Background: an optimization exercise with open tools, aiming at small area. Do not read the settings as production practice.
Only simulation tests tie the RTL to the original design; equivalence was not proved.
The clock cells of runs 3 to 6 come from the design's own scripts or RTL, not from TritonCTS.
No driver is modelled on the clock port, so clock power and skew are understated where the tree is cut down; a real chip needs a root buffer or a tree.
No activity file was given, so power comes from the tool's default toggle rates.

[flow/config.mk]
export PLATFORM = sky130hd
export DESIGN_NAME = DUT
export DESIGN_NICKNAME = DUT
export VERILOG_FILES = /design/flow/design.v
export SDC_FILE = /design/flow/constraint.sdc
export NUM_CORES = 4
export LEC_CHECK = 0
export ABC_AREA = 1
export CAP_MARGIN = 0
export CORE_MARGIN = 2
export CORE_UTILIZATION = 60
export SLEW_MARGIN = 0
[flow/constraint.sdc]
create_clock -name core_clock -period 5.0 [get_ports {CLK}]
set_input_delay 1.0000 -clock core_clock [delete_from_list [all_inputs] [get_ports {CLK}]]
set_output_delay 1.0000 -clock core_clock [all_outputs]
set_load 0.01 [all_outputs]
[flow/design.v]
`timescale 1ns / 1ps
module ControlUnit(CLK, RST, START,
	IN_KIND, IN_PRICE_CH, IN_MONEY, IN_PRICE_ADMIN, IN_PRICE_ADMIN_END, IN_MONEY_ENTER,
	KIND, NUM_ZERO, GE_PRICE, GE1000, GE500, GE100, GE50,
	OUT, COIN, SUB, IDX, PRICE, UP, SUC, KSAVE, KIN);
input CLK, RST, START;
input IN_PRICE_CH;
input [0:1] IN_MONEY;
input IN_PRICE_ADMIN, IN_PRICE_ADMIN_END, IN_MONEY_ENTER;
input IN_KIND;
input KIND, NUM_ZERO, GE_PRICE, GE1000, GE500, GE100, GE50;
output [0:22] OUT;
output COIN, SUB, PRICE, UP, SUC, KSAVE, KIN;
output [1:0] IDX;
reg [4:0] st;
wire [1:0] ix = st[1:0];
wire g0 = ~st[4] & ~st[3] & ~st[2];
wire gx = ~st[4] & ~st[3] & st[2];
wire gc = ~st[4] & st[3] & ~st[2];
wire gr = ~st[4] & st[3] & st[2];
wire gj = st[4] & ~st[3];
wire gp = st[4] & st[3];
wire s_idle   = g0 & (ix == 2'd0);
wire s_start  = g0 & (ix == 2'd1);
wire s_input  = g0 & (ix == 2'd2);
wire s_admin  = g0 & (ix == 2'd3);
wire s_judge  = gx & ~ix[1] & ~ix[0];
wire s_return = gx & ix[0];
wire s_end    = gx & ix[1];
wire ok = ~NUM_ZERO & GE_PRICE;
reg [4:0] nx;
always @* begin
	nx[4] = s_admin | (s_judge & ok) | (gj & ~ix[0]);
	nx[3] = s_admin | (s_input & ~IN_MONEY_ENTER) | (s_return & GE50);
	nx[2] = (s_input & IN_MONEY_ENTER) | s_judge | gj | s_return | gr;
	nx[1] = s_start | (s_admin & IN_KIND) | (gp & ~IN_PRICE_ADMIN_END) |
		(s_input & ~IN_MONEY_ENTER & IN_MONEY[0]) | gc | (s_judge & ok & KIND) |
		(gj & ~ix[0] & ix[1]) | (s_return & (GE500 | ~GE50));
	nx[0] = (s_idle & START) | (s_start & IN_PRICE_ADMIN) | (s_admin & IN_PRICE_CH) |
		gp | (s_input & ~IN_MONEY_ENTER & IN_MONEY[1]) |
		(s_judge & ~ok) | (gj & ~ix[0]) | (s_return & (GE1000 | (GE100 & ~GE500))) | gr;
end
always @(posedge CLK) begin
	if(RST)	st <= 5'd0;
	else		st <= nx;
end
assign OUT[0]  = s_idle;
assign OUT[1]  = s_start;
assign OUT[2]  = s_admin;
assign OUT[3]  = gp & ~KIND & ~ix[0];
assign OUT[4]  = gp & ~KIND & ix[0];
assign OUT[5]  = gp & KIND & ~ix[0];
assign OUT[6]  = gp & KIND & ix[0];
assign OUT[7]  = s_input;
assign OUT[8]  = gc & (ix == 2'd0);
assign OUT[9]  = gc & (ix == 2'd1);
assign OUT[10] = gc & (ix == 2'd2);
assign OUT[11] = gc & (ix == 2'd3);
assign OUT[12] = s_judge;
assign OUT[13] = gj & (ix == 2'd0);
assign OUT[14] = gj & (ix == 2'd1);
assign OUT[15] = gj & (ix == 2'd2);
assign OUT[16] = gj & (ix == 2'd3);
assign OUT[17] = s_return;
assign OUT[18] = gr & (ix == 2'd3);
assign OUT[19] = gr & (ix == 2'd2);
assign OUT[20] = gr & (ix == 2'd1);
assign OUT[21] = gr & (ix == 2'd0);
assign OUT[22] = s_end;
assign COIN  = ~st[4] & st[3];
assign SUB   = st[2];
assign IDX   = ix;
assign PRICE = gp;
assign UP    = ix[0];
assign SUC   = gj & ix[0];
assign KSAVE = gp;
assign KIN   = ix[1];
endmodule
`timescale 1ns / 1ps
module MONEY_REG(CLK, RST, CLR, COIN, SUB, IDX, PRICE, UP, SUC,
	Q0, Q1, KIND, M, SUM, GE_PRICE, GE1000, GE500, GE100, GE50);
input CLK, RST, CLR;
input COIN, SUB, PRICE, UP, SUC;
input [1:0] IDX;
input [13:0] Q0, Q1;
input KIND;
output reg [14:0] M;
output [14:0] SUM;
output GE_PRICE, GE1000, GE500, GE100, GE50;
wire [13:0] qs = KIND ? Q1 : Q0;
wire [1:0] ci = PRICE ? 2'd1 : IDX;
reg [14:0] csize;
always @* begin
	case(ci)
		2'd0:		csize = 15'd25;
		2'd1:		csize = 15'd50;
		2'd2:		csize = 15'd250;
		default:	csize = 15'd500;
	endcase
end
wire [14:0] a = M | ({15{PRICE}} & {qs, 1'b0});
wire use_c = COIN | PRICE;
wire neg = COIN ? SUB : (PRICE ? ~UP : 1'b1);
wire [14:0] b = (use_c ? csize : {qs, 1'b0}) ^ {15{neg}};
wire [15:0] c;
assign c[0] = neg;
genvar i;
generate for(i = 0; i < 15; i = i + 1) begin : rca
	assign SUM[i] = a[i] ^ b[i] ^ c[i];
	assign c[i+1] = (a[i] & b[i]) | (c[i] & (a[i] ^ b[i]));
end endgenerate
assign GE_PRICE = c[15];	 
always @(posedge CLK) begin
	if(RST | CLR)			M <= 15'd0;
	else if(COIN | SUC)	M <= SUM;
end
assign GE1000 = (|M[14:9]) | (M[8] & M[7] & M[6] & M[5] & M[4] & (M[3] | M[2]));
assign GE500  = (|M[14:8]) | (M[7] & M[6] & M[5] & M[4] & M[3] & (M[2] | M[1]));
assign GE100  = (|M[14:6]) | (M[5] & M[4] & (M[3] | M[2] | M[1]));
assign GE50   = (|M[14:5]) | (M[4] & M[3] & (M[2] | M[1] | M[0]));
endmodule
`timescale 1ns / 1ps
module PRICE_REG(CLK, LOAD, SAVE, IN, Q);
input CLK;
input LOAD, SAVE;
input [13:0] IN;
output reg [13:0] Q;
always @(posedge CLK) begin
	if(LOAD)			Q <= 14'd50;
	else if(SAVE)	Q <= IN;
end
endmodule
`timescale 1ns / 1ps
module JUICE_NUM_REG(CLK, IN, SAVE, DEC, RST, OUT
    );
input CLK;
input [0:2] IN;
input SAVE, DEC, RST;
output reg [0:2] OUT;
always @(posedge CLK) begin
	if(RST) 			OUT <= 0;
	else if(SAVE)	OUT <= IN;
	else if(DEC)	OUT <= OUT - 1;
end
endmodule
`timescale 1ns / 1ps
module JUICE_KIND_REG(CLK, IN, SAVE, RST, OUT
    );
input CLK, IN, SAVE, RST;
output reg OUT;
always @(posedge CLK) begin
	if(RST) OUT <= 0;
	else if(SAVE) OUT <= IN;
end
endmodule
`timescale 1ns / 1ps
module DUT( RST,
				START,
				CLK,
				IN_MONEY,
				IN_PRICE_CH,
				IN_KIND,
				IN_NUM,
				IN_PRICE_ADMIN,
				IN_PRICE_ADMIN_END,
				IN_MONEY_ENTER,
				OUT_MONEY,
				OUT_JUICE0_MADE,
				OUT_JUICE1_MADE,
				END,
				OUT_1000WON,
				OUT_500WON,
				OUT_100WON,
				OUT_50WON,
				OUT_JUICE0_PRICE,
				OUT_JUICE1_PRICE,
				OUT_CU_SIGNAL
    );
input RST, START, CLK;
input [0:1] IN_MONEY;
input IN_PRICE_CH, IN_KIND;
input [0:2] IN_NUM;
input IN_PRICE_ADMIN, IN_PRICE_ADMIN_END, IN_MONEY_ENTER;
output [0:15] OUT_MONEY;
output OUT_JUICE0_MADE, OUT_JUICE1_MADE, END;
output OUT_1000WON, OUT_500WON, OUT_100WON, OUT_50WON;
output [0:15] OUT_JUICE0_PRICE;
output [0:15] OUT_JUICE1_PRICE;
output [0:22] OUT_CU_SIGNAL;
wire [14:0] m, sum;
wire [13:0] q0, q1;
wire [2:0] num;
wire kind;
wire [0:22] s;
wire coin, sub, price, up, suc, ksave, kin;
wire [1:0] idx;
wire ge_price, ge1000, ge500, ge100, ge50;
ControlUnit CU(.CLK(CLK), .RST(RST), .START(START),
	.IN_KIND(IN_KIND), .IN_PRICE_CH(IN_PRICE_CH), .IN_MONEY(IN_MONEY), .IN_PRICE_ADMIN(IN_PRICE_ADMIN),
	.IN_PRICE_ADMIN_END(IN_PRICE_ADMIN_END), .IN_MONEY_ENTER(IN_MONEY_ENTER),
	.KIND(kind), .NUM_ZERO(num == 3'd0), .GE_PRICE(ge_price),
	.GE1000(ge1000), .GE500(ge500), .GE100(ge100), .GE50(ge50),
	.OUT(s), .COIN(coin), .SUB(sub), .IDX(idx), .PRICE(price), .UP(up),
	.SUC(suc), .KSAVE(ksave), .KIN(kin));
MONEY_REG money(.CLK(CLK), .RST(RST), .CLR(s[1]), .COIN(coin), .SUB(sub), .IDX(idx),
	.PRICE(price), .UP(up), .SUC(suc), .Q0(q0), .Q1(q1), .KIND(kind),
	.M(m), .SUM(sum), .GE_PRICE(ge_price),
	.GE1000(ge1000), .GE500(ge500), .GE100(ge100), .GE50(ge50));
PRICE_REG price0(.CLK(CLK), .LOAD(RST | s[0]), .SAVE(price & ~kind), .IN(sum[14:1]), .Q(q0));
PRICE_REG price1(.CLK(CLK), .LOAD(RST | s[0]), .SAVE(price & kind), .IN(sum[14:1]), .Q(q1));
JUICE_NUM_REG juice_num(.CLK(CLK), .IN(IN_NUM), .SAVE(s[7]), .DEC(suc),
	.RST(RST | s[1]), .OUT(num));
JUICE_KIND_REG juice_kind(.CLK(CLK), .IN(ksave ? kin : IN_KIND), .SAVE(s[7] | ksave),
	.RST(RST | s[1]), .OUT(kind));
assign OUT_CU_SIGNAL = s;
assign OUT_MONEY = {m, 1'b0};
assign OUT_JUICE0_PRICE = {q0, 2'b00};
assign OUT_JUICE1_PRICE = {q1, 2'b00};
assign OUT_JUICE0_MADE = s[14];
assign OUT_JUICE1_MADE = s[16];
assign END = s[0];
assign OUT_1000WON = s[18];
assign OUT_500WON = s[19];
assign OUT_100WON = s[20];
assign OUT_50WON = s[21];
endmodule
[flow/flow/run.sh]
#!/bin/bash
# Layout flow: the standard layout (standard.sh), with
#  - synthesis mapped by abc with an area-oriented script (flow/abc.script);
#    registers are made exactly as in the standard synthesis;
#  - full/half adders left to abc as plain gates (no fa/ha cells);
#  - the input and output ports buffered with the platform's smallest buffer;
#  - clock tree synthesis without dummy loads;
#  - one tie cell for the constant outputs (no repair_tie_fanout).
# Each tool's full output goes to ORFS's own per-step logs under orfs/logs;
# make's output goes to make.log here.
set -euo pipefail
here=$(pwd)
export FLOW_ABC_SCRIPT="$here/flow/abc.script"
export BUFFER_PORTS_ARGS="-buffer_cell sky130_fd_sc_hd__buf_1"
export CTS_ARGS="-sink_clustering_enable -repair_clock_nets -dont_use_dummy_load"
bash standard.sh ADDER_MAP_FILE= SKIP_REPAIR_TIE_FANOUT=1 SYNTH_SCRIPT="$here/flow/synth.tcl" finish > make.log 2>&1
[flow/flow/abc.script]
strash
dc2
dch
amap
topo
stime -c
buffer -c
upsize -c -D 4500
dnsize -c -D 4500
[flow/flow/synth.tcl]
# The standard flow's synthesis script (synth_recipe.tcl), with abc run on abc.script
# (area-oriented standard-cell mapping) in place of ORFS's own abc script.
proc synth {args} { yosys synth -nofsm -noshare {*}$args }
if {[llength [info commands abc]]} { rename abc __yosys_abc }
proc abc {args} {
  set i [lsearch -exact $args -script]
  if {$i >= 0} { lset args [expr {$i + 1}] $::env(FLOW_ABC_SCRIPT) }
  yosys abc {*}$args
}
source $::env(SCRIPTS_DIR)/synth.tcl
# left out here: clear keep_hierarchy, flatten, clean up, hide names made inside functions, write 1_2_yosys.v
[flow/standard.sh]
#!/bin/bash
# synth_recipe.tcl (not shown) runs the flow's synth.tcl, then flattens the netlist and writes it again
# the make line also repeats each setting of config.mk as NAME=value (left out here)
make -C /OpenROAD-flow-scripts/flow DESIGN_CONFIG=/design/flow/config.mk WORK_HOME=/design/flow/orfs CLKGATE_MAP_FILE= SYNTH_SCRIPT=/design/flow/synth_recipe.tcl "${@:-finish}"
==> results of run 1 <==
[Yosys cell counts]
| library cell | n |
|---|---|
| nand2_1 | 65 |
| nor2_1 | 62 |
| dfxtp_1 | 52 |
| inv_1 | 35 |
| o21ai_0 | 31 |
| o221a_2 | 28 |
| o21a_1 | 22 |
| buf_4 | 18 |
| clkbuf_1 | 18 |
| o22ai_1 | 16 |
| a21oi_1 | 13 |
| a31oi_1 | 8 |
| nand3_1 | 8 |
| o221ai_1 | 6 |
| a221oi_1 | 4 |
| nor3_1 | 4 |
| o21bai_1 | 3 |
| or3_1 | 3 |
| a2111oi_0 | 2 |
| a31o_2 | 2 |
| clkinv_1 | 2 |
| a21boi_0 | 1 |
| a21o_1 | 1 |
| a22o_1 | 1 |
| a32oi_1 | 1 |
| a41oi_1 | 1 |
| and2_1 | 1 |
| and3_1 | 1 |
| conb_1 | 1 |
| nand4_1 | 1 |
| nor4b_1 | 1 |
[critical path, delay by kind of cell, from the launching register on]
kind	cells	cell delay, ns
and+or+nand+nor	28	2.41
AOI/OAI and AO/OA	7	0.80
buffers and inverters	6	0.74
DFF	1	0.38
[final timing paths]
| kind | endpoint | slack, ns | start |
|---|---|---|---|
| max | CU.st[1] | 0.57 | CU.st[3] |
| min | juice_num.OUT[0] | 0.50 | juice_num.OUT[0] |
| max reg2reg | CU.st[1] | 0.57 | CU.st[3] |
| min reg2reg | juice_num.OUT[0] | 0.50 | juice_num.OUT[0] |
[through the flow]
stage | setup slack, ns | area, um2 | setup TNS, ns
2_1_floorplan | 0.9898 | 3007 | 0
3_3_place_gp | 0.7489 | 3267 | 0
3_5_place_dp | 0.5349 | 3267 | 0
4_1_cts | 0.5129 | 3336 | 0
5_1_grt | -0.001613 | 3378 | -0.001613
6_report | 0.5659 | 3378 | 0
[metal layers]
| layer | GRT usage (%) | up-vias | share of wire, % |
|---|---|---|---|
| li1 | - | 1593 | - |
| met1 | 45.49 | 1571 | 43 |
| met2 | 51.23 | 183 | 46 |
| met3 | 6.024 | 18 | 9.1 |
| met4 | 9.722 | 0 | 1.8 |
| met5 | 0 | - | 0 |
[kinds of logic after synthesis]
group | count (synthesis) | synth area share (%)
AO/OA/AOI/OAI | 140 | 34.50
buffers and inverters | 73 | 11.36
flip-flops | 52 | 34.62
other | 1 | 0.1247
AND/OR/NAND/NOR | 146 | 19.39
[sequential cells by signal (all words and copies together) (netlist names)]
register,flops
price0.Q,14
CU.st,5
money.M,15
price1.Q,14
juice_kind.OUT,1
juice_num.OUT,3
[power by group through the flow]
stage / clock network [mW] / logic, mW / registers, mW
after global placement: 0 / 0.914 / 0.510
after CTS: 0.220 / 0.931 / 0.502
after floorplan: 0 / 0.699 / 0.511
final: 0.218 / 0.970 / 0.505
after global routing: 0.235 / 1.06 / 0.511
after detailed placement: 0 / 0.925 / 0.512
[layout make-up]
type | count | area share, %
multi-input combinational | 287 | 48.22
sequential | 52 | 30.81
timing repair buffer | 97 | 12.11
inverter | 37 | 4.333
tap | 67 | 2.481
clock buffer | 5 | 2.037
[repair_timing]
item                                    CTS  global route
buffers inserted                          0             4
endpoints found under the setup margin    0             3
gates resized for setup                   0             5
==> key figures, run 1 <==
Floorplanning
  – Die Area: 0.005594 mm2
  – Core Box Area: 0.004786 mm2
  – Initial core utilization: 62.82%
  – Die width: 74.79 um
  – Row count: 25
  – Die Y: 74.79 um
  – Ports: 91

Logic synthesis
  – Syn Area/Cell: 7.298 um2
  – Cells after Synth: 412
  – Mapped Nets: 425
  – Mapped Area: 0.003007 mm2
  – Ys Warns: 5
  – Synth cell types: 31
  – Synth area leaders: dfxtp_1 35%, o221a_2 10%, nand2_1 8.1%, nor2_1 7.7%, o21a_1 5.5%
  – #FFs+latches synth: 52
  – Register area share after synthesis: 34.62%
  – Post-synth top area share: 34.62%
  – Leading area contributor after synthesis: dfxtp_1

Clock network
  – H-tree depth: 2
  – # clock sinks: 52
  – Clk Latency, worst-skew pair: 0.30 ns
  – Clock Path Buffers: 2
  – Clk root buf: clkbuf_8
  – CTS tree: done
  – CTS buffer count: 5
  – Clk slew on worst S/H paths: 0.07 ns
  – Post-CTS Hold Buffers: 0

Global route
  – Largest net degree at the start of global routing: 29
  – Gr ovfl total: 0
  – Initial antenna violation count: 0
  – Vias in the first global route: 2855
  – GRT Overall Usage: 32.46%
  – First-pass GRT wire length: 13920 um

Pwr
  – Power per cell area: 501.2 mW/mm2
  – Worst vdd ir: 0.2757 mV
  – Internal: 0.8611 mW
  – Leak pwr: 1.298 nW
  – P_sw: 0.8320 mW
  – Clock power frac: 12.9%
  – Share of power burned in registers: 29.8%
  – Combinational fraction of design power: 57.3%
  – Total power: 1.693 mW
  – Sw frac: 49.14%

Critical path
  – Most used cell, CP: nand2_1
  – Critical Path Source Type: flop
  – Crit path kind: flop to flop
  – Crit-path slowest cell: dfxtp_1
  – Worst reg-to-reg path cell count: 41
  – Worst Path Required: 5.15 ns
  – Critical-path maximum fanout: 9
  – Crit. End Element: flop
  – WP data arrival: 4.59 ns
  – Max incr delay on CP: 0.38 ns

Route
  – Initial drt markers: 294
  – Vias per cell: 6.174
  – Post-Route WL: 9083 um
  – Drt drc: 0
  – Via count: 3365
  – Routed len/inst: 16.67 um
  – Initial DRT Pass Iterations: 5
  – Routed Antenna Nets: 0

STA
  – Worst Max-Slew Pin Slew: 0.9810 ns
  – Slew Limit Fails: 0
  – Relative slew slack: 34.36%
  – Final setup fails: 0
  – Fin crit share: 88.68%
  – Max Clk Rate: 225.5 MHz
  – Clock Skew: 0.01885 ns
  – Final hold violations: 0
  – Minimum clock period: 4.434 ns
  – Hold WS: 0.5032 ns

Placement
  – Detailed Place HPWL: 6782 um
  – Port-buffer cells: 85
  – Inst Count DP: 536
  – GPL Wtd Cong: 0.9223

Job
  – Max Cap Viol: 0

Min path
  – Hold depth: 2
  – Worst Hold Class: flop to flop

Finish
  – Area of the multi-input gates: 0.001629 mm2
  – Antenna Cells: 0
  – Nets@finish: 493
  – Fill cells: 442
  – Register area: 0.001041 mm2
  – Final Util: 70.59%
  – Area grow syn2layout: 12.36%
  – Most common cell after layout, fill and taps aside: buf_1
  – Most frequent cells in the layout: 85 x buf_1, 65 x nand2_1, 60 x nor2_1
  – Share of cells above drive strength 1: 10.67%
  – Final non-filler cell total: 545

Status
  – Outcome: finished clean
==> inputs of run 2 (changes only) <==
==> flow/flow/abc.script (replaced) <==
strash
dc2
dch
amap
topo
stime -c
buffer -c
upsize -c -D 4000
dnsize -c -D 4000
==> run 2 against run 1 <==
Compared with the run above: still clean on timing, DRC and antenna; via count fell by 2.4%; synthesized cell count stayed put; die area hardly changed; routed wire length down 1.7%; register-to-register slack got worse by 0.02 ns; clock power is essentially flat; sequential power is essentially flat; sequential cell count unchanged; worst hold slack better by 0.0099 ns; first-iteration DRC count is 12% higher; final cell count shrank 0.73%; maximum frequency down 0.48%; critical path type unchanged; largest power group unchanged.
==> key figures, run 2 <==
Status
  – Outcome: finished clean

Finish
  – Area grow syn2layout: 10.98%
  – Share of cells above drive strength 1: 9.494%
  – Max FFs per register: 15
  – Most frequent cells in the layout: 85 x buf_1, 65 x nand2_1, 61 x nor2_1
  – Finished Cell Area: 0.003338 mm2
  – Most flops, register: money.M
  – Nets@finish: 489
  – Antenna Cells: 0
  – Most common cell after layout, fill and taps aside: buf_1
  – Biggest regs: money.M: 15 flops, price0.Q: 14 flops, price1.Q: 14 flops

STA
  – Unrepaired setup endpoints after global routing: no
  – Final hold violations: 0
  – Final setup fails: 0
  – Setup TNS Final: 0 ns
  – Slew Limit Fails: 0
  – Max Clk Rate: 224.4 MHz
  – Min setup slack post-route: 0.5444 ns
  – Minimum clock period: 4.456 ns
  – Fin crit share: 89.11%
  – Worst Max-Slew Pin Slew: 0.9856 ns
  – Relative slew slack: 34.05%
  – Clock Skew: 0.02024 ns

Placement
  – Port-buffer cells: 85
  – Placed Area: 0.003267 mm2
  – Detailed Place HPWL: 6648 um
  – GPL Wtd Cong: 0.9524
  – Worst slack at placement: 0.5926 ns

Pwr
  – Share of power burned in registers: 29.9%
  – Leak pwr: 1.280 nW
  – P_sw: 0.8308 mW
  – Internal: 0.8521 mW
  – Combinational fraction of design power: 57.0%
  – Clock power frac: 13.1%
  – Power per cell area: 504.1 mW/mm2
  – Worst vdd ir: 0.2679 mV
  – Sw frac: 49.37%

Critical path
  – Critical Path Source Type: flop
  – Worst reg-to-reg path cell count: 40
  – Reg2reg end: CU.st[1]
  – Max incr delay on CP: 0.40 ns
  – Internal reg-to-reg setup slack: 0.54 ns
  – WP data arrival: 4.61 ns
  – Most used cell, CP: nand2_1
  – Crit. End Element: flop
  – Crit path kind: flop to flop
  – Crit-path slowest cell: dfxtp_1
  – Critical-path maximum fanout: 13
  – RR Startpoint: CU.st[4]
  – Worst Path Required: 5.15 ns

Global route
  – GRT Overall Usage: 31.86%
  – Gr ovfl total: 0
  – Vias in the first global route: 2737
  – Initial antenna violation count: 0
  – Largest net degree at the start of global routing: 29
  – First-pass GRT wire length: 13630 um

Logic synthesis
  – Post-synth EDFFs: 0
  – Top FF cell, synth: dfxtp_1
  – Post-synth top area share: 34.61%
  – Leading area contributor after synthesis: dfxtp_1
  – #FFs+latches synth: 52
  – Register area share after synthesis: 34.61%
  – Ys Warns: 5
  – Synth cell types: 32
  – Syn Area/Cell: 7.301 um2
  – Ys async rst share: 0%
  – Cells after Synth: 412
  – Synth cell count leaders: 65 x nand2_1, 62 x nor2_1, 52 x dfxtp_1, 35 x inv_1, 31 x o21ai_0
  – Mapped Area: 0.003008 mm2
  – Mapped Nets: 425
  – Synth area leaders: dfxtp_1 35%, o221a_2 10%, nand2_1 8.1%, nor2_1 7.7%, o21a_1 5.5%
  – Most frequent cell after synthesis: nand2_1

Route
  – Initial DRT Pass Iterations: 5
  – Post-Route WL: 8926 um
  – Routed len/inst: 16.50 um
  – Via count: 3283
  – Vias per cell: 6.068
  – Initial drt markers: 328
  – Drt drc: 0
  – Routed Antenna Nets: 0

Clock network
  – CTS tree: done
  – Clock Path Buffers: 2
  – H-tree depth: 2
  – Clk slew on worst S/H paths: 0.08 ns
  – Clk Latency, worst-skew pair: 0.31 ns
  – # clock sinks: 52
  – Post-CTS Hold Buffers: 0
  – Clk root buf: clkbuf_8
  – CTS buffer count: 5

Min path
  – Hold depth: 2
  – Worst Hold Class: flop to flop
  – Worst hold path endpoint: juice_num.OUT[0]
  – Worst Hold Launch: juice_num.OUT[0]

Floorplanning
  – Initial core utilization: 62.85%
  – Ports: 91
  – Row count: 25
  – Die Y: 74.81 um
  – Die width: 74.81 um
  – Die Area: 0.005596 mm2
  – Core Box Area: 0.004786 mm2

Job
  – Max Cap Viol: 0
==> run 2: cell count changes in the layout (fill, tap and decap cells not counted), sizes merged <==
cell	delta
clkinv	+1
inv	+1
clkinvlp	-2
buf	-4
==> run 2: area by class of cell <==
| class | count | area, um2 |
|---|---|---|
| Tap cell | 67 | 83.83 |
| Sequential cell | 52 | 1041 |
| Timing Repair Buffer | 93 | 379.1 |
| Inverter | 37 | 138.9 |
| Multi-Input combinational cell | 287 | 1627 |
| Clock buffer | 5 | 68.82 |
| Fill cell | 429 | 1448 |
==> run 2: power by group through the flow <==
stage | clock network, mW | logic, mW | registers, mW
6_report | 0.220 | 0.960 | 0.503
5_1_grt | 0.236 | 1.05 | 0.509
4_1_cts | 0.219 | 0.936 | 0.502
3_5_place_dp | 0 | 0.929 | 0.511
3_3_place_gp | 0 | 0.915 | 0.511
2_1_floorplan | 0 | 0.700 | 0.511
==> run 2: critical path: cells and delay by family (launching register included) <==
kind | cells | cell delay [ns]
flip-flops | 1 | 0.40
AO/OA/AOI/OAI | 7 | 0.88
buffers and inverters | 4 | 0.48
AND/OR/NAND/NOR | 29 | 2.56
==> run 2: logic make-up (layout without fill, tap and decap cells) <==
kind of cell,count (synthesis),in the layout,synth area share [%]
other,1,1,0.1247
buffers and inverters,73,135,11.40
DFF,52,52,34.61
AOI/OAI and AO/OA,140,140,34.48
and+or+nand+nor,146,146,19.38
==> run 2: worst max-delay path by stage <==
stage | startpoint | slack (ns) | to
6_report | CU.st[4] | 0.54 | CU.st[1]
5_1_grt | CU.st[4] | 0.06 | CU.st[1]
4_1_cts | CU.st[3] | 0.55 | CU.st[1]
3_5_place_dp | CU.st[3] | 0.59 | CU.st[1]
3_3_place_gp | CU.st[3] | 0.77 | CU.st[1]
2_1_floorplan | CU.st[4] | 1.09 | CU.st[1]
==> run 2: metrics by stage <==
step / total power [mW] / hold WS [ns] / std cells / util, %
finish: 1.683 / 0.5131 / 541 / 69.75
global route: 1.797 / 0.5520 / 541 / 69.75
CTS: 1.656 / 0.5138 / 541 / 69.70
detailed placement: 1.440 / 0.4934 / 536 / 68.26
global placement: 1.426 / 0.4738 / 536 / 68.26
floorplan: 1.211 / 0.4593 / 412 / -
==> run 2: per-layer routing <==
| metal | track usage [%] | part of all wire, % | vias to the layer above |
|---|---|---|---|
| li1 | - | - | 1579 |
| met1 | 47.17 | 45 | 1526 |
| met2 | 50.44 | 45 | 172 |
| met3 | 3.347 | 8.7 | 6 |
| met4 | 6.944 | 0.92 | 0 |
| met5 | 0 | 0 | - |
==> run 2: timing repair <==
action	in CTS	in global routing
setup buffers	0	0
gates resized for setup	0	2
setup endpoints to repair	0	6
==> inputs of run 3 (changes only) <==
--- a/flow/flow/run.sh
+++ b/flow/flow/run.sh
@@ -4,7 +4,8 @@
 #    registers are made exactly as in the standard synthesis;
 #  - full/half adders left to abc as plain gates (no fa/ha cells);
 #  - the input and output ports buffered with the platform's smallest buffer;
-#  - clock tree synthesis without dummy loads;
+#  - a one-level clock tree: four clkbuf_8 driven by the clock port, each
+#    driving a cluster of registers (flow/clock_tree.tcl, after CTS);
 #  - one tie cell for the constant outputs (no repair_tie_fanout).
 # Each tool's full output goes to ORFS's own per-step logs under orfs/logs;
 # make's output goes to make.log here.
@@ -13,4 +14,7 @@
 export FLOW_ABC_SCRIPT="$here/flow/abc.script"
 export BUFFER_PORTS_ARGS="-buffer_cell sky130_fd_sc_hd__buf_1"
 export CTS_ARGS="-sink_clustering_enable -repair_clock_nets -dont_use_dummy_load"
+export POST_CTS_TCL="$here/flow/clock_tree.tcl"
+export ONEBUF_CELL=sky130_fd_sc_hd__clkbuf_8
+export ONEBUF_N=4
 bash standard.sh ADDER_MAP_FILE= SKIP_REPAIR_TIE_FANOUT=1 SYNTH_SCRIPT="$here/flow/synth.tcl" finish > make.log 2>&1
==> flow/flow/clock_tree.tcl (new file) <==
# POST_CTS hook: replace the clock tree that clock_tree_synthesis built with
# a flatter one: ONEBUF_N clock buffers (ONEBUF_CELL) driven by the clock
# port, each driving the register clock pins of one cluster of registers
# (k-means on their locations). Every register's clock goes through exactly
# one buffer.
set block [ord::get_db_block]
set db [ord::get_db]
set clk_bterm [$block findBTerm CLK]
set port_net [$clk_bterm getNet]
set sinks {}
set old_insts {}
set old_nets {}
set todo [list $port_net]
while {[llength $todo]} {
  set net [lindex $todo 0]
  set todo [lrange $todo 1 end]
  foreach it [$net getITerms] {
    set inst [$it getInst]
    set m [$inst getMaster]
    if {[$it isInputSignal] || [$it getSigType] == "CLOCK" || [[$it getMTerm] getName] == "CLK" || [[$it getMTerm] getName] == "A"} {
      if {[string match "sky130_fd_sc_hd__clkbuf_*" [$m getName]] || [string match "sky130_fd_sc_hd__clkinv*" [$m getName]]} {
        if {[[$it getMTerm] getName] == "A"} {
          lappend old_insts $inst
          set outnet [[$inst findITerm X] getNet]
          if {$outnet != "NULL"} { lappend old_nets $outnet; lappend todo $outnet }
        }
      } elseif {[[$it getMTerm] getName] == "CLK"} {
        lappend sinks $it
      }
    }
  }
}
puts "onebuf: [llength $sinks] sinks, removing [llength $old_insts] clock buffers"
set pts {}
foreach it $sinks {
  set b [[$it getInst] getBBox]
  lappend pts [list [expr {([$b xMin] + [$b xMax]) / 2}] [expr {([$b yMin] + [$b yMax]) / 2}]]
  $it disconnect
}
foreach inst $old_insts { odb::dbInst_destroy $inst }
foreach net $old_nets { odb::dbNet_destroy $net }
# k-means of the sink locations, one buffer per cluster
set k $::env(ONEBUF_N)
set n [llength $sinks]
set cents {}
set sorted [lsort -integer -index 0 $pts]
for {set c 0} {$c < $k} {incr c} { lappend cents [lindex $sorted [expr {int(($c + 0.5) * $n / $k)}]] }
for {set iter 0} {$iter < 20} {incr iter} {
  set asg {}
  foreach p $pts {
    set best 0; set bd 1e18
    for {set c 0} {$c < $k} {incr c} {
      set d [expr {pow([lindex $p 0] - [lindex $cents $c 0], 2) + pow([lindex $p 1] - [lindex $cents $c 1], 2)}]
      if {$d < $bd} { set bd $d; set best $c }
    }
    lappend asg $best
  }
  set new {}
  for {set c 0} {$c < $k} {incr c} {
    set sx 0; set sy 0; set cnt 0
    foreach p $pts a $asg { if {$a == $c} { set sx [expr {$sx + [lindex $p 0]}]; set sy [expr {$sy + [lindex $p 1]}]; incr cnt } }
    if {$cnt} { lappend new [list [expr {$sx / $cnt}] [expr {$sy / $cnt}]] } else { lappend new [lindex $cents $c] }
  }
  set cents $new
}
set master [$db findMaster $::env(ONEBUF_CELL)]
for {set c 0} {$c < $k} {incr c} {
  set buf [odb::dbInst_create $block $master clkbuf_${c}_CLK]
  $buf setLocation [expr {int([lindex $cents $c 0])}] [expr {int([lindex $cents $c 1])}]
  $buf setPlacementStatus PLACED
  [$buf findITerm A] connect $port_net
  set net [odb::dbNet_create $block clknet_${c}_CLK]
  $net setSigType CLOCK
  [$buf findITerm X] connect $net
  foreach it $sinks a $asg { if {$a == $c} { $it connect $net } }
}
detailed_placement
estimate_parasitics -placement
report_clock_skew
--- a/flow/config.mk
+++ b/flow/config.mk
@@ -9,4 +9,5 @@
 export CAP_MARGIN = 0
 export CORE_MARGIN = 2
 export CORE_UTILIZATION = 60
+export SETUP_SLACK_MARGIN = -0.3
 export SLEW_MARGIN = 0
==> run 3 against run 2 <==
Compared with the run above: cell area is 0.49% lower; first-iteration DRC count is 3.4% lower; critical path type unchanged; utilization decreased by 0.34 points; largest power group unchanged.
==> key figures, run 3 <==
Finish
  – Share of cells above drive strength 1: 8.879%
  – Most flops, register: money.M
  – Antenna Cells: 0
  – Max FFs per register: 15
  – Nets@finish: 488
  – Most common cell after layout, fill and taps aside: buf_1
  – Finished Cell Area: 0.003322 mm2
  – Final non-filler cell total: 540
  – Area grow syn2layout: 10.44%
  – Final Util: 69.41%
  – Biggest regs: money.M: 15 flops, price0.Q: 14 flops, price1.Q: 14 flops
  – Most frequent cells in the layout: 85 x buf_1, 65 x nand2_1, 62 x nor2_1

Critical path
  – Max incr delay on CP: 0.33 ns
  – Worst reg-to-reg path cell count: 42
  – CP endpoint: CU.st[1]
  – Crit-path slowest cell: dfxtp_1
  – Critical Path Source Type: flop
  – Critical-path maximum fanout: 13
  – RR Startpoint: CU.st[3]
  – Reg2reg end: CU.st[1]
  – Worst Path Required: 5.00 ns
  – Internal reg-to-reg setup slack: 0.41 ns
  – WP data arrival: 4.59 ns
  – Crit. End Element: flop
  – Most used cell, CP: nand2_1
  – Crit path launch: CU.st[3]
  – Crit path kind: flop to flop

Logic synthesis
  – Register area share after synthesis: 34.61%
  – Top FF cell, synth: dfxtp_1
  – Most frequent cell after synthesis: nand2_1
  – Leading area contributor after synthesis: dfxtp_1
  – Synth cell types: 32
  – Mapped Nets: 425
  – Synth cell count leaders: 65 x nand2_1, 62 x nor2_1, 52 x dfxtp_1, 35 x inv_1, 31 x o21ai_0
  – Post-synth top area share: 34.61%
  – Ys Warns: 5
  – #FFs+latches synth: 52
  – Ys async rst share: 0%
  – Synth area leaders: dfxtp_1 35%, o221a_2 10%, nand2_1 8.1%, nor2_1 7.7%, o21a_1 5.5%
  – Mapped Area: 0.003008 mm2
  – Syn Area/Cell: 7.301 um2
  – Post-synth EDFFs: 0
  – Cells after Synth: 412

STA
  – Setup TNS Final: 0 ns
  – Final hold violations: 0
  – Max Clk Rate: 218.0 MHz
  – Clock Skew: 0.03055 ns
  – Worst Max-Slew Pin Slew: 0.9892 ns
  – Slew Limit Fails: 0
  – Final setup fails: 0
  – Min setup slack post-route: 0.4137 ns
  – Fin crit share: 91.73%
  – Hold WS: 0.5116 ns
  – Relative slew slack: 33.81%
  – Minimum clock period: 4.586 ns

Floorplanning
  – Initial core utilization: 62.85%
  – Die width: 74.81 um
  – Ports: 91
  – Die Area: 0.005596 mm2
  – Core Box Area: 0.004786 mm2
  – Die Y: 74.81 um
  – Row count: 25

Route
  – Routed Antenna Nets: 0
  – Initial drt markers: 317
  – Via count: 3334
  – Routed len/inst: 16.59 um
  – Post-Route WL: 8961 um
  – Drt drc: 0
  – Initial DRT Pass Iterations: 5
  – Vias per cell: 6.174

Pwr
  – Leak pwr: 1.273 nW
  – Total power: 1.645 mW
  – Worst vdd ir: 0.3095 mV
  – Power per cell area: 495.3 mW/mm2

Placement
  – Detailed Place HPWL: 6648 um
  – GPL Wtd Cong: 0.9524
  – Port-buffer cells: 85
  – Placed Area: 0.003267 mm2
  – Inst Count DP: 536
  – Worst slack at placement: 0.5926 ns

Global route
  – Largest net degree at the start of global routing: 29
  – First-pass GRT wire length: 13610 um
  – Vias in the first global route: 2715
  – Initial antenna violation count: 0
  – Gr ovfl total: 0
  – GRT Overall Usage: 32.22%

Clock network
  – Clk Latency, worst-skew pair: 0.16 ns
  – Clk slew on worst S/H paths: 0.08 ns
  – # clock sinks: 52

Min path
  – Worst Hold Class: flop to flop

Job
  – Max Cap Viol: 0

Status
  – Outcome: finished clean
[run 3: cell counts after synthesis]
Identical to the previous run, type by type.
[run 3: report_power, final]
part / internal [mW] / switching, mW / total (mW)
combinational: 0.303 / 0.658 / 0.961
clock: 0.0737 / 0.108 / 0.182
sequential: 0.458 / 0.0445 / 0.503
[run 3: cell families after synthesis]
logic type      Yosys count  synth area share [%]
other cells               1                0.1247
simple gates            146                 19.38
compound gates          140                 34.48
flops                    52                 34.61
buf+inv                  73                 11.40
[run 3: how the worst min path moves through the flow]
stage,startpoint,end,slack [ns],cells past startpoint
6_report,juice_num.OUT[0],juice_num.OUT[0],0.51,2
5_1_grt,juice_num.OUT[0],juice_num.OUT[0],0.55,2
3_5_place_dp,juice_num.OUT[0],juice_num.OUT[0],0.49,2
3_3_place_gp,juice_num.OUT[0],juice_num.OUT[0],0.47,2
2_1_floorplan,juice_num.OUT[0],juice_num.OUT[0],0.46,2
[run 3: area by class of cell]
class / instances / area (um2)
Multi-Input combinational cell: 287 / 1624
Fill cell: 424 / 1464
Sequential cell: 52 / 1041
Timing Repair Buffer: 93 / 379.1
Inverter: 37 / 138.9
Tap cell: 67 / 83.83
Buffer: 4 / 55.05
[run 3: per-layer routing]
metal,GRT usage [%],share of wire [%],vias to the layer above
li1,-,-,1580
met1,46.42,44,1536
met2,51.82,45,203
met3,3.213,9.0,15
met4,8.730,1.5,0
met5,0,0,-
[run 3: worst max-delay path, delay by kind of cell (launching register included)]
kind | cells | cell delay, ns
AND/OR/NAND/NOR | 30 | 2.66
AO/OA/AOI/OAI | 7 | 0.81
buffers and inverters | 5 | 0.65
flip-flops | 1 | 0.33
==> inputs of run 4 (changes only) <==
==> flow/flow/abc.script (replaced) <==
strash
dc2
balance
dc2
dch
amap
topo
stime -c
buffer -c
upsize -c -D 4000
dnsize -c -D 4000
--- a/flow/config.mk
+++ b/flow/config.mk
@@ -9,5 +9,4 @@
 export CAP_MARGIN = 0
 export CORE_MARGIN = 2
 export CORE_UTILIZATION = 60
-export SETUP_SLACK_MARGIN = -0.3
 export SLEW_MARGIN = 0
==> run 4 against run 3 <==
Compared with the run above: setup slack better by 0.34 ns; clock power down 3%; synthesized cell count down 1.5%; utilization up 0.72 points; register-to-register slack better by 0.34 ns; worst hold slack worse by 0.0031 ns; final cell count down 0.37%; area after synthesis down 0.67%; die area down 0.64%; largest power group unchanged; critical path depth down 4; global-route usage up 1.8 points.
==> key figures, run 4 <==
Logic synthesis
  – Synth cell types: 38
  – Mapped Area: 0.002988 mm2
  – Synth cell count leaders: 62 x nor2_1, 60 x nand2_1, 52 x dfxtp_1, 31 x o21ai_0, 30 x inv_1
  – Ys Warns: 5
  – Post-synth top area share: 34.84%
  – Cells after Synth: 406
  – Syn Area/Cell: 7.359 um2
  – Register area share after synthesis: 34.84%
  – Top FF cell, synth: dfxtp_1
  – Synth area leaders: dfxtp_1 35%, o221a_2 11%, nor2_1 7.8%, nand2_1 7.5%, o21a_1 5.3%
  – Ys async rst share: 0%
  – Post-synth EDFFs: 0
  – #FFs+latches synth: 52
  – Leading area contributor after synthesis: dfxtp_1
  – Mapped Nets: 419
  – Most frequent cell after synthesis: nor2_1

Pwr
  – Clock power frac: 10.3%
  – Worst vdd ir: 0.2746 mV
  – Share of power burned in registers: 29.7%
  – Total power: 1.718 mW
  – Power per cell area: 515.2 mW/mm2
  – Sw frac: 49.50%
  – Leak pwr: 1.242 nW
  – P_sw: 0.8502 mW
  – Combinational fraction of design power: 60.0%
  – Internal: 0.8676 mW

Global route
  – GRT Overall Usage: 34.03%
  – Gr ovfl total: 0
  – Largest net degree at the start of global routing: 20
  – First-pass GRT wire length: 14410 um
  – Initial antenna violation count: 0
  – Vias in the first global route: 2940

Critical path
  – Crit path launch: CU.st[0]
  – CP endpoint: CU.st[1]
  – Most used cell, CP: nand2_1
  – RR Startpoint: CU.st[0]
  – Critical-path maximum fanout: 9
  – Crit path kind: flop to flop
  – Crit. End Element: flop
  – Worst reg-to-reg path cell count: 38
  – Max incr delay on CP: 0.43 ns
  – Crit-path slowest cell: dfxtp_1
  – Reg2reg end: CU.st[1]
  – Worst Path Required: 5.08 ns
  – Critical Path Source Type: flop
  – Internal reg-to-reg setup slack: 0.76 ns
  – WP data arrival: 4.32 ns

Floorplanning
  – Initial core utilization: 62.84%
  – Die Y: 74.57 um
  – Ports: 91
  – Die width: 74.57 um
  – Core Box Area: 0.004755 mm2
  – Die Area: 0.005560 mm2
  – Row count: 25

Finish
  – Most flops, register: money.M
  – Fill cells: 427
  – Share of cells above drive strength 1: 10.40%
  – Final non-filler cell total: 538
  – Antenna Cells: 0
  – Most frequent cells in the layout: 85 x buf_1, 61 x nor2_1, 60 x nand2_1
  – Nets@finish: 486
  – Max FFs per register: 15
  – Biggest regs: money.M: 15 flops, price0.Q: 14 flops, price1.Q: 14 flops
  – Area grow syn2layout: 11.60%
  – Most common cell after layout, fill and taps aside: buf_1

STA
  – Minimum clock period: 4.243 ns
  – Max Clk Rate: 235.7 MHz
  – Slew Limit Fails: 0
  – Worst Max-Slew Pin Slew: 1.067 ns
  – Fin crit share: 84.86%
  – Setup TNS Final: 0 ns
  – Final setup fails: 0
  – Clock Skew: 0.03706 ns
  – Final hold violations: 0
  – Hold WS: 0.5085 ns
  – Relative slew slack: 28.59%
  – Unrepaired setup endpoints after global routing: no

Placement
  – Inst Count DP: 534
  – Detailed Place HPWL: 6641 um
  – GPL Wtd Cong: 0.9841
  – Port-buffer cells: 85

Min path
  – Worst Hold Launch: price1.Q[1]
  – Worst Hold Class: flop to flop

Route
  – Routed Antenna Nets: 0
  – Vias per cell: 6.217
  – Routed len/inst: 16.97 um
  – Initial DRT Pass Iterations: 5
  – Drt drc: 0
  – Initial drt markers: 405
  – Post-Route WL: 9130 um
  – Via count: 3345

Status
  – Outcome: finished clean

Job
  – Max Cap Viol: 0

Clock network
  – Clk slew on worst S/H paths: 0.09 ns
  – # clock sinks: 52
  – Clk Latency, worst-skew pair: 0.16 ns
-- run 4: changes by cell type in the layout (fill, tap and decap cells not counted), sizes merged, moves of 3 or more --
| cell | change |
|---|---|
| a31oi | -3 |
| nand2 | -5 |
| a21oi | +3 |
| o21ai | +3 |
| inv | -5 |
-- run 4: cell families (layout without fill, tap and decap cells) --
kind of cell    after synthesis  in the layout  synth area share [%]
flops                        52             52                 34.84
simple gates                140            140                 18.68
compound gates              145            145                 35.51
buf+inv                      68            133                 10.85
other cells                   1              1                0.1255
-- run 4: worst max-delay path, delay by kind of cell (launching register included) --
| family | cells | cell delay, ns |
|---|---|---|
| flip-flops | 1 | 0.43 |
| buffers and inverters | 1 | 0.27 |
| AND/OR/NAND/NOR | 30 | 2.60 |
| AO/OA/AOI/OAI | 7 | 0.89 |
-- run 4: worst min-delay path by stage --
stage	cells past startpoint	endpoint	slack [ns]
after floorplan	2	juice_num.OUT[0]	0.46
after global placement	2	juice_num.OUT[0]	0.48
after detailed placement	2	price1.Q[1]	0.50
after global routing	2	price0.Q[1]	0.55
final	2	price1.Q[1]	0.51
-- run 4: power by group through the flow --
stage / clock (mW) / combinational [mW] / sequential (mW)
floorplan: 0 / 0.755 / 0.515
global placement: 0 / 0.984 / 0.517
detailed placement: 0 / 0.993 / 0.516
global route: 0.191 / 1.15 / 0.515
finish: 0.176 / 1.03 / 0.510
-- run 4: per-stage QoR --
step	util (%)	worst slack (ns)	cell area (um2)
final	70.13	0.7572	3334
after global routing	70.13	0.01118	3334
after detailed placement	68.76	0.5969	3269
after global placement	68.76	0.8335	3269
after floorplan	-	1.100	2988
-- run 4: area by class of cell --
cell class                 instances  area [um2]  share of cell area (%)
tap                               67       83.83                   2.514
sequential                        52        1041                   31.22
buffer                             4       55.05                   1.651
inverter                          34       127.6                   3.827
multi-input combinational        286        1633                   48.97
timing repair buffer              95       394.1                   11.82
-- run 4: layer usage --
metal / vias up / routed length (um) / global-route usage, %
met5: - / 0 / 0
met4: 0 / 120 / 10.71
met3: 11 / 1061 / 8.808
met2: 214 / 4153 / 54.18
met1: 1543 / 3794 / 45.36
li1: 1577 / - / -
==> inputs of run 5 (changes only) <==
==> flow/flow/abc.script (replaced) <==
strash
dc2
dch
amap
topo
stime -c
buffer -c
upsize -c -D 4000
dnsize -c -D 4000
==> run 5 against run 4 <==
Compared with the run above: cell area is 0.30% lower; register-to-register slack worse by 0.24 ns; sequential share of layout area is 0.094 points higher; largest cell class unchanged; global-route usage decreased by 1.8 points; sequential cell count is the same; final cell count is 0.37% higher; routed wire length decreased by 1.3%; maximum frequency decreased by 5.3%; power decreased by 4.5%; area after synthesis is 0.67% higher; critical path depth rose by 2; clock power rose by 2%.
==> key figures, run 5 <==
Logic synthesis
  – Cells after Synth: 412
  – Largest family of logic cells by synthesized area: compound AO/OA/AOI/OAI gates
  – Mapped Area: 0.003008 mm2
  – Complex-gate fraction of the synthesized area: 34.48%
  – Post-synth top area share: 34.61%
  – Synth Area in XOR/XNOR: 0%
  – Post-synthesis mux area share: 0%
  – Synth cell count leaders: 65 x nand2_1, 62 x nor2_1, 52 x dfxtp_1, 35 x inv_1, 31 x o21ai_0
  – Post-synth EDFFs: 0
  – Syn Area/Cell: 7.301 um2
  – #FFs+latches synth: 52
  – Top FF cell, synth: dfxtp_1
  – Mapped Nets: 425
  – Most frequent cell after synthesis: nand2_1
  – Synth Area in Adders: 0%
  – Register area share after synthesis: 34.61%
  – Ys async rst share: 0%
  – Leading area contributor after synthesis: dfxtp_1
  – Synth cell types: 32
  – Simple-gate portion of the synthesized area: 19.38%
  – Ys Warns: 5
  – Synth area leaders: dfxtp_1 35%, o221a_2 10%, nand2_1 8.1%, nor2_1 7.7%, o21a_1 5.5%

Pwr
  – Worst vdd ir: 0.3097 mV
  – Total power: 1.640 mW
  – Leak pwr: 1.273 nW
  – Power per cell area: 493.4 mW/mm2

Global route
  – Gr ovfl total: 0
  – GRT Max-Usage Layer: met2
  – Met2 Use GR: 51.82%
  – Vias in the first global route: 2715
  – Initial antenna violation count: 0
  – Met3 Resource Use GR: 3.213%
  – Largest net degree at the start of global routing: 29
  – First-pass GRT wire length: 13610 um
  – Grt met1 use: 46.42%
  – GRT Overall Usage: 32.22%

Finish
  – Antenna Cells: 0
  – Max FFs per register: 15
  – Nets@finish: 488
  – Most common cell after layout, fill and taps aside: buf_1
  – Share of cells above drive strength 1: 9.302%
  – Most flops, register: money.M
  – Area grow syn2layout: 10.52%
  – Most frequent cells in the layout: 85 x buf_1, 65 x nand2_1, 61 x nor2_1
  – Biggest regs: money.M: 15 flops, price0.Q: 14 flops, price1.Q: 14 flops

Critical path
  – Crit. End Element: flop
  – Internal reg-to-reg setup slack: 0.52 ns
  – Crit-path slowest cell: dfxtp_1
  – Max incr delay on CP: 0.40 ns
  – Critical Path Source Type: flop
  – RR Startpoint: CU.st[4]
  – WP data arrival: 4.48 ns
  – Crit path kind: flop to flop
  – Reg2reg end: CU.st[1]
  – Critical-path maximum fanout: 13
  – Most used cell, CP: nand2_1
  – Worst Path Required: 5.00 ns
  – Worst reg-to-reg path cell count: 40

STA
  – Clock Skew: 0.03351 ns
  – Setup TNS Final: 0 ns
  – Unrepaired setup endpoints after global routing: no
  – Minimum clock period: 4.480 ns
  – Max Clk Rate: 223.2 MHz
  – Fin crit share: 89.59%
  – Final hold violations: 0
  – Worst Max-Slew Pin Slew: 1.007 ns
  – Relative slew slack: 32.63%
  – Slew Limit Fails: 0
  – Final setup fails: 0

Floorplanning
  – Row count: 25
  – Core Box Area: 0.004786 mm2
  – Die Area: 0.005596 mm2
  – Die width: 74.81 um
  – Ports: 91
  – Initial core utilization: 62.85%
  – Die Y: 74.81 um

Route
  – Vias per cell: 6.235
  – Routed Antenna Nets: 0
  – Post-Route WL: 9014 um
  – Initial DRT Pass Iterations: 5
  – Via count: 3367
  – Initial drt markers: 319
  – Drt drc: 0
  – Routed len/inst: 16.69 um

Min path
  – Worst Hold Launch: juice_num.OUT[0]
  – Worst hold path endpoint: juice_num.OUT[0]
  – Hold depth: 2
  – Worst Hold Class: flop to flop

Placement
  – GPL Wtd Cong: 0.9524
  – Detailed Place HPWL: 6648 um
  – Port-buffer cells: 85

Clock network
  – Clk slew on worst S/H paths: 0.08 ns
  – # clock sinks: 52
  – Clk Latency, worst-skew pair: 0.16 ns

Job
  – Max Cap Viol: 0

Status
  – Outcome: finished clean
run 5: cell types whose count changed after synthesis, moves of 3 or more:
cell	before	now
a21oi_1	16	13
o21ai_1	3	0
inv_1	30	35
a31oi_1	5	8
nand2_1	60	65
run 5: cells by family (layout without fill, tap and decap cells):
logic type / after synthesis / in the layout
buffers and inverters: 73 / 134
AO/OA/AOI/OAI: 140 / 140
flip-flops: 52 / 52
AND/OR/NAND/NOR: 146 / 146
other: 1 / 1
run 5: layout make-up:
class / instances / area [um2]
sequential: 52 / 1041
timing repair buffer: 93 / 379.1
multi-input combinational: 287 / 1627
fill: 423 / 1461
tap: 67 / 83.83
inverter: 37 / 138.9
buffer: 4 / 55.05
run 5: metal layers:
| layer | up-vias | wire [um] |
|---|---|---|
| li1 | 1577 | - |
| met1 | 1576 | 3970 |
| met2 | 196 | 4089 |
| met3 | 18 | 796 |
| met4 | 0 | 157 |
| met5 | - | 0 |
run 5: how the worst max path moves through the flow:
stage | start | end | cells after the start
2_1_floorplan | CU.st[4] | CU.st[1] | 36
3_3_place_gp | CU.st[3] | CU.st[1] | 42
3_5_place_dp | CU.st[3] | CU.st[1] | 42
5_1_grt | CU.st[4] | CU.st[1] | 40
6_report | CU.st[4] | CU.st[1] | 40
run 5: critical path, delay by kind of cell, from the launching register on:
kind | cells | cell delay [ns]
AO/OA/AOI/OAI | 7 | 0.87
buffers and inverters | 4 | 0.48
AND/OR/NAND/NOR | 29 | 2.60
flip-flops | 1 | 0.40
run 5: stage by stage:
stage | area, um2 | cells | utilization (%) | setup slack [ns] | hold WS, ns
finish | 3324 | 540 | 69.46 | 0.5205 | 0.5103
global route | 3324 | 540 | 69.46 | 0.05925 | 0.5523
global placement | 3267 | 536 | 68.26 | 0.7714 | 0.4738
detailed placement | 3267 | 536 | 68.26 | 0.5926 | 0.4934
floorplan | 3008 | 412 | - | 1.090 | 0.4593
run 5: report_power, final:
part           total [mW]  switching, mW  internal [mW]  leakage, nW
clock network       0.180          0.107         0.0736       0.0288
logic               0.956          0.653          0.303        0.824
registers           0.503         0.0452          0.458        0.420
total                1.64          0.805          0.835         1.27
==> inputs of run 6 (changes only) <==
--- a/flow/config.mk
+++ b/flow/config.mk
@@ -8,5 +8,5 @@
 export ABC_AREA = 1
 export CAP_MARGIN = 0
 export CORE_MARGIN = 2
-export CORE_UTILIZATION = 60
+export CORE_UTILIZATION = 50
 export SLEW_MARGIN = 0
==> run 6 against run 5 <==
Compared with the run above: combinational power increased by 3.0%; worst hold slack got worse by 0.011 ns; clock power increased by 3%; routed wire length increased by 2.0%; final cell count increased by 2.2%; power increased by 1.6%; clock skew decreased by 0.013 ns; critical path depth decreased by 2; highest routed layer unchanged; synthesized cell count unchanged; sequential power decreased by 1%; via count decreased by 4.8%; sequential share of layout area decreased by 0.38 points.
==> key figures, run 6 <==
Status
  – Outcome: finished clean

Logic synthesis
  – Top FF cell, synth: dfxtp_1
  – Mapped Area: 0.003008 mm2
  – Post-synthesis mux area share: 0%
  – Simple-gate portion of the synthesized area: 19.38%
  – Synth cell types: 32
  – Register area share after synthesis: 34.61%
  – Ys Warns: 5
  – Syn Area/Cell: 7.301 um2
  – Post-synth EDFFs: 0
  – Mapped Nets: 425
  – Largest family of logic cells by synthesized area: compound AO/OA/AOI/OAI gates
  – Cells after Synth: 412
  – Synth cell count leaders: 65 x nand2_1, 62 x nor2_1, 52 x dfxtp_1, 35 x inv_1, 31 x o21ai_0
  – Complex-gate fraction of the synthesized area: 34.48%
  – #FFs+latches synth: 52
  – Synth area leaders: dfxtp_1 35%, o221a_2 10%, nand2_1 8.1%, nor2_1 7.7%, o21a_1 5.5%
  – Synth Area in Adders: 0%
  – Ys async rst share: 0%
  – Post-synth top area share: 34.61%
  – Synth Area in XOR/XNOR: 0%
  – Most frequent cell after synthesis: nand2_1
  – Leading area contributor after synthesis: dfxtp_1

Route
  – Routed len/inst: 16.65 um
  – Routed Antenna Nets: 0
  – Initial drt markers: 237
  – Vias per cell: 5.810
  – Drt drc: 0
  – Via count: 3207
  – Initial DRT Pass Iterations: 5
  – Post-Route WL: 9190 um

Critical path
  – WP data arrival: 4.27 ns
  – Crit-path slowest cell: dfxtp_1
  – Crit path kind: flop to flop
  – Most used cell, CP: nand2_1
  – Crit. End Element: flop
  – Number of cells on the critical path: 38
  – Internal reg-to-reg setup slack: 0.74 ns
  – Crit path launch: CU.st[3]
  – Worst Path Required: 5.02 ns
  – Reg2reg end: CU.st[1]
  – Critical-path maximum fanout: 12
  – CP bufs+invs: 3
  – CP endpoint: CU.st[1]
  – Critical Path Source Type: flop
  – Worst reg-to-reg path cell count: 38
  – Max incr delay on CP: 0.33 ns
  – RR Startpoint: CU.st[3]
  – Family with the most delay on the worst path: simple AND/OR/NAND/NOR gates

Finish
  – Area grow syn2layout: 11.90%
  – Final Util: 57.53%
  – Antenna Cells: 0
  – Most common cell after layout, fill and taps aside: buf_1
  – Max FFs per register: 15
  – Share of cells above drive strength 1: 10.06%
  – Final non-filler cell total: 552
  – Most flops, register: money.M
  – Most frequent cells in the layout: 85 x buf_1, 65 x nand2_1, 62 x nor2_1
  – Finished Cell Area: 0.003366 mm2
  – Biggest regs: money.M: 15 flops, price0.Q: 14 flops, price1.Q: 14 flops
  – Fill cells: 590
  – Nets@finish: 492

Placement
  – GPL Wtd Cong: 0.9160
  – Placed Area: 0.003307 mm2
  – Worst slack at placement: 0.6867 ns
  – Port-buffer cells: 85
  – Inst Count DP: 548
  – Detailed Place HPWL: 6692 um

Floorplanning
  – Row count: 28
  – Die Area: 0.006652 mm2
  – Ports: 91
  – Die Y: 81.56 um
  – Die width: 81.56 um
  – Initial core utilization: 51.41%
  – Core Box Area: 0.005851 mm2

STA
  – Worst Max-Slew Pin Slew: 1.028 ns
  – Fin crit share: 85.14%
  – Relative slew slack: 31.22%
  – Max Clk Rate: 234.9 MHz
  – Setup TNS Final: 0 ns
  – Final hold violations: 0
  – Final setup fails: 0
  – Slew Limit Fails: 0
  – Min setup slack post-route: 0.7431 ns
  – Minimum clock period: 4.257 ns
  – Hold WS: 0.4993 ns
  – Clock Skew: 0.02007 ns
  – Unrepaired setup endpoints after global routing: no

Global route
  – Met2 Use GR: 40.57%
  – Initial antenna violation count: 0
  – Grt met1 use: 40.65%
  – GRT Overall Usage: 27.93%
  – Met3 Resource Use GR: 5.824%
  – Largest net degree at the start of global routing: 29
  – First-pass GRT wire length: 14060 um
  – Gr ovfl total: 0
  – GRT Max-Usage Layer: met1
  – Vias in the first global route: 2658

Pwr
  – Leak pwr: 1.294 nW
  – Worst vdd ir: 0.2427 mV
  – Total power: 1.666 mW
  – Power per cell area: 495.0 mW/mm2

Clock network
  – Clk slew on worst S/H paths: 0.09 ns
  – Clk Latency, worst-skew pair: 0.15 ns
  – # clock sinks: 52

Job
  – Max Cap Viol: 0

Min path
  – Worst Hold Class: flop to flop
[run 6: worst min path at each step]
stage / from / end / slack (ns) / cells after the start
6_report: juice_num.OUT[0] / juice_num.OUT[0] / 0.50 / 2
5_1_grt: juice_num.OUT[0] / juice_num.OUT[0] / 0.52 / 2
3_3_place_gp: juice_num.OUT[0] / juice_num.OUT[0] / 0.48 / 2
3_5_place_dp: juice_num.OUT[0] / juice_num.OUT[0] / 0.49 / 2
2_1_floorplan: juice_num.OUT[0] / juice_num.OUT[0] / 0.46 / 2
[run 6: worst reg2reg max path, delay by kind of cell, from the launching register on]
kind | cells | cell delay, ns
flops | 1 | 0.33
simple gates | 27 | 2.18
compound gates | 8 | 1.22
buf+inv | 3 | 0.40
[run 6: layout make-up]
class | instances | area [um2] | share of cell area, %
multi-input cells | 287 | 1628 | 48.36
flip-flops and latches | 52 | 1041 | 30.93
repair buffers | 97 | 409.1 | 12.16
inverters | 37 | 138.9 | 4.126
well taps | 75 | 93.84 | 2.788
plain buffers | 4 | 55.05 | 1.636
[run 6: per-layer routing]
layer | up-vias | share of wire (%)
met5 | - | 0
met4 | 0 | 2.0
li1 | 1590 | -
met1 | 1454 | 46
met3 | 12 | 9.1
met2 | 151 | 43
[run 6: cells by family after synthesis]
| logic type | Yosys count |
|---|---|
| other cells | 1 |
| compound gates | 140 |
| simple gates | 146 |
| flops | 52 |
| buf+inv | 73 |
[run 6: power by group]
part | internal (mW) | total, mW | switching [mW]
clock network | 0.0737 | 0.185 | 0.111
registers | 0.458 | 0.497 | 0.0388
logic | 0.316 | 0.985 | 0.669
total | 0.847 | 1.67 | 0.819

## separate check: timing with driven ports
The results above use ideal ports. As a check the final layouts listed here were re-extracted and re-timed, cells and wires unchanged.
Step 1 (the two cells are an assumption about what drives the block):
set clk [get_ports {CLK}]
set_driving_cell -lib_cell sky130_fd_sc_hd__clkbuf_16 $clk
set_driving_cell -lib_cell sky130_fd_sc_hd__buf_2 [delete_from_list [all_inputs] $clk]
Step 2 also shifts input and output timing later by t, the mid clock arrival at the registers, as if the neighbouring blocks saw the same clock.
a / b / c = ideal / step 1 / step 2; a / b = the first two.
run | t, ns | setup slack, ns | worst setup path at the end | latest minus earliest clock arrival (ns) | worst data-port slew with drivers (ns)
run 1 | 0.319 | 0.566 / 0.566 / 0.566 | register to register | 0.018 / 0.018 | 0.03
run 2 | 0.326 | 0.544 / 0.544 / 0.544 | register to register | 0.020 / 0.020 | 0.03
run 3 | 0.206 | 0.414 / 0.414 / 0.414 | register to register | 0.030 / 0.030 | 0.03
run 4 | 0.203 | 0.757 / 0.757 / 0.757 | register to register | 0.037 / 0.037 | 0.03
run 5 | 0.204 | 0.520 / 0.520 / 0.520 | register to register | 0.033 / 0.034 | 0.03
run 6 | 0.206 | 0.743 / 0.743 / 0.743 | register to register | 0.020 / 0.020 | 0.03
After both steps setup and hold are still met in every run listed.
